This design comes from an exercise in tuning for small area on the open sky130 flow, not from production work. Where RTL was checked, it was by simulation tests only, not by an equivalence proof against the original. Power figures rest on the tool's default switching activity, not on a simulated workload.

==> module fpa_and2, before the edit <==
module fpa_and2 ( input wire a, input wire b, output wire y );
assign y = a & b;
endmodule
==> module fpa_and3, before the edit <==
module fpa_and3 ( input wire a, input wire b, input wire c, output wire y );
assign y = a & b & c;
endmodule
==> module fpa_and4, before the edit <==
module fpa_and4 ( input wire a, input wire b, input wire c, input wire d, output wire y );
assign y = a & b & c & d;
endmodule
==> module fpa_pround, before the edit <==
module fpa_pround ( input wire [27:0] u, input wire sub, input wire [7:0] ex,
                    output wire [27:0] rn, output wire rovf, output wire [2:0] tc,
                    output wire hp01 );
wire [27:0] r;
assign rn = ~r;
wire t0 = ~sub & u[27];
wire t1 = sub ? (u[26] | (ex[7:1] == 7'd0)) : ~u[27];
wire t2 = sub & ~u[26] & u[25] & (ex[7:1] != 7'd0);
wire rnd0 = u[3] & (u[2] | u[1] | u[4]);
wire rnd1 = u[2] & (u[1] | u[0] | u[3]);
wire rnd2 = u[1] & (u[0] | u[2]);
wire c2 = t2 & rnd2;
wire c3 = (u[2] & c2) | (t1 & rnd1);
wire c4 = (u[3] & c3) | (t0 & rnd0);
assign r[1:0] = u[1:0];
assign r[2] = u[2] ^ c2;
assign r[3] = u[3] ^ c3;
wire [23:0] x = u[27:4];
wire [5:0]  ag, pg;                     
genvar i;
generate for (i = 0; i < 6; i = i + 1) begin : g_ag
  fpa_and4 u_a (.a(x[4*i]), .b(x[4*i+1]), .c(x[4*i+2]), .d(x[4*i+3]), .y(ag[i]));
end endgenerate
assign pg[0] = ag[0];
fpa_and2 u_p1 (.a(ag[0]), .b(ag[1]), .y(pg[1]));
fpa_and2 u_p2 (.a(pg[1]), .b(ag[2]), .y(pg[2]));
fpa_and3 u_p3 (.a(pg[1]), .b(ag[2]), .c(ag[3]), .y(pg[3]));
fpa_and2 u_p4 (.a(pg[3]), .b(ag[4]), .y(pg[4]));
fpa_and3 u_p5 (.a(pg[3]), .b(ag[4]), .c(ag[5]), .y(pg[5]));
wire [5:0]  gc = {pg[4:0], 1'b1} & {6{c4}};
generate for (i = 0; i < 24; i = i + 1) begin : g_bit
  if ((i % 4) == 0) begin : g0
    assign r[4+i] = x[i] ^ gc[i/4];
  end else begin : g1
    assign r[4+i] = x[i] ^ (gc[i/4] & (&x[i-1:(i/4)*4]));
  end
end endgenerate
wire        a22_0 = pg[4] & x[20] & x[21] & x[22];       
assign rovf = (t0 & rnd0 & pg[5]) | (t1 & rnd1 & u[3] & a22_0) |
              (t2 & rnd2 & u[3] & u[2] & pg[4] & x[20] & x[21]);
assign tc = {t2, t1, t0};
assign hp01 = t0 | (t1 & u[26]) | (t2 & u[25]);
endmodule
export LEC_CHECK = 0
export CAP_MARGIN = 10
export CORE_MARGIN = 2
export CORE_UTILIZATION = 65
export CTS_BUF_LIST = sky130_fd_sc_hd__clkbuf_8
export SLEW_MARGIN = 10
export SYNTH_HIERARCHICAL = 1
export SYNTH_MINIMUM_KEEP_SIZE = 0
create_clock -name core_clock -period 15.0 [get_ports {clk}]
standard.sh (not shown) runs the stock make flow with config.mk's settings and CLKGATE_MAP_FILE= SYNTH_SCRIPT=/design/flow/synth_recipe.tcl, a recipe that flattens the netlist after the stock synthesis.
==> flow/flow/run.sh <==
#!/bin/bash
# Layout flow: the standard ORFS flow with two changes:
#  - synthesis maps logic with the ABC script in flow/abc_area.script (ABC_AREA=1),
#  - port buffers are sky130_fd_sc_hd__buf_1.
# Each tool's output stays in orfs/logs/; make's own output goes to flow_make.log.
set -euo pipefail
F=$(pwd)
mkdir -p "$F/scripts"
for f in "$FLOW_HOME"/scripts/*; do ln -sf "$f" "$F/scripts/"; done
rm -f "$F/scripts/abc_area.script"
cp "$F/flow/abc_area.script" "$F/scripts/abc_area.script"
EXTRA=$(cat "$F/flow/extra_make_args" 2>/dev/null || true)
sed "s#\"\${@:-finish}\"#SCRIPTS_DIR=$F/scripts ABC_AREA=1 BUFFER_PORTS_ARGS='-buffer_cell sky130_fd_sc_hd__buf_1' $EXTRA \"\${@:-finish}\"#" standard.sh > "$F/my_standard.sh"
bash "$F/my_standard.sh" > "$F/flow_make.log" 2>&1
==> flow/flow/abc_area.script <==
strash
&get -n
&st
&dch -f
&nf -R 1000 -p
&put
==> flow/flow/extra_make_args <==
ADDER_MAP_FILE= SYNTH_INSBUF=0 SYNTH_OPERATIONS_ARGS=-noshare
Rerun with:
--- a/flow/design.v
+++ b/flow/design.v
@@ -117,17 +117,8 @@
 endmodule
 module fpa_oai21 ( input wire a1, input wire a2, input wire b1, output wire y );
 assign y = ~((a1 | a2) & b1);
 endmodule
-module fpa_and2 ( input wire a, input wire b, output wire y );
-assign y = a & b;
-endmodule
-module fpa_and3 ( input wire a, input wire b, input wire c, output wire y );
-assign y = a & b & c;
-endmodule
-module fpa_and4 ( input wire a, input wire b, input wire c, input wire d, output wire y );
-assign y = a & b & c & d;
-endmodule
 module fpa_nand2 ( input wire a, input wire b, output wire y );
 assign y = ~(a & b);
 endmodule
 module fpa_nor2 ( input wire a, input wire b, output wire y );
@@ -196,30 +187,29 @@
 assign r[1:0] = u[1:0];
 assign r[2] = u[2] ^ c2;
 assign r[3] = u[3] ^ c3;
 wire [23:0] x = u[27:4];
-wire [5:0]  ag, pg;                     
+wire [5:0]  ag;
 genvar i;
 generate for (i = 0; i < 6; i = i + 1) begin : g_ag
-  fpa_and4 u_a (.a(x[4*i]), .b(x[4*i+1]), .c(x[4*i+2]), .d(x[4*i+3]), .y(ag[i]));
-end endgenerate
+  assign ag[i] = &x[4*i+3:4*i];
+end endgenerate
+wire [5:0]  pg;                         
 assign pg[0] = ag[0];
-fpa_and2 u_p1 (.a(ag[0]), .b(ag[1]), .y(pg[1]));
-fpa_and2 u_p2 (.a(pg[1]), .b(ag[2]), .y(pg[2]));
-fpa_and3 u_p3 (.a(pg[1]), .b(ag[2]), .c(ag[3]), .y(pg[3]));
-fpa_and2 u_p4 (.a(pg[3]), .b(ag[4]), .y(pg[4]));
-fpa_and3 u_p5 (.a(pg[3]), .b(ag[4]), .c(ag[5]), .y(pg[5]));
+assign pg[1] = ag[0] & ag[1];
+assign pg[2] = pg[1] & ag[2];
+assign pg[3] = pg[1] & ag[2] & ag[3];
+assign pg[4] = pg[3] & ag[4];
+assign pg[5] = pg[3] & ag[4] & ag[5];
 wire [5:0]  gc = {pg[4:0], 1'b1} & {6{c4}};
 generate for (i = 0; i < 24; i = i + 1) begin : g_bit
   if ((i % 4) == 0) begin : g0
     assign r[4+i] = x[i] ^ gc[i/4];
   end else begin : g1
     assign r[4+i] = x[i] ^ (gc[i/4] & (&x[i-1:(i/4)*4]));
   end
 end endgenerate
-wire        a22_0 = pg[4] & x[20] & x[21] & x[22];       
-assign rovf = (t0 & rnd0 & pg[5]) | (t1 & rnd1 & u[3] & a22_0) |
-              (t2 & rnd2 & u[3] & u[2] & pg[4] & x[20] & x[21]);
+assign rovf = (t0 & rnd0 & (&u[27:4])) | (t1 & rnd1 & (&u[26:3])) | (t2 & rnd2 & (&u[25:2]));
 assign tc = {t2, t1, t0};
 assign hp01 = t0 | (t1 & u[26]) | (t2 & u[25]);
 endmodule
 module fpa_final ( input wire n26, input wire [7:0] ex, input wire [4:0] t,
Result: Total power rose by 0.59%; critical path depth rose by 8; worst hold slack loses 17 ps; die area fell by 0.66%; wire length fell by 3.3%; utilization rose by 0.23 points; first-iteration DRC count rose by 19%; final cell count fell by 0.66%; combinational power barely changes; area after synthesis fell by 0.68%; setup slack loses 120 ps; maximum frequency fell by 0.89%; count of clock-buffer cells in the layout rose by 1.
For the first run of this note, only the layout was checked, not whether the RTL still works.

what the ideal ports hide:
In the flow no input, the clock included, has a driving cell. The finished layouts below were timed again as built, in two steps. Step 1 (the two cells are an assumption about what drives the block):
set clk [get_ports {clk}]
set_driving_cell -lib_cell sky130_fd_sc_hd__clkbuf_16 $clk
set_driving_cell -lib_cell sky130_fd_sc_hd__buf_2 [delete_from_list [all_inputs] $clk]
Step 2 also shifts input and output timing later by t, the mid clock arrival at the registers, as if the neighbouring blocks saw the same clock. Slacks: ideal ports / drivers / drivers and shift; pairs: ideal ports / drivers.
run | t, ns | setup WS [ns] | cell pins on the clock port's net
the first run | 0.423 | 1.329 / 1.329 / 1.329 | 1
the second run | 0.421 | 1.206 / 1.206 / 1.206 | 1
After both steps every run listed still meets setup and hold.
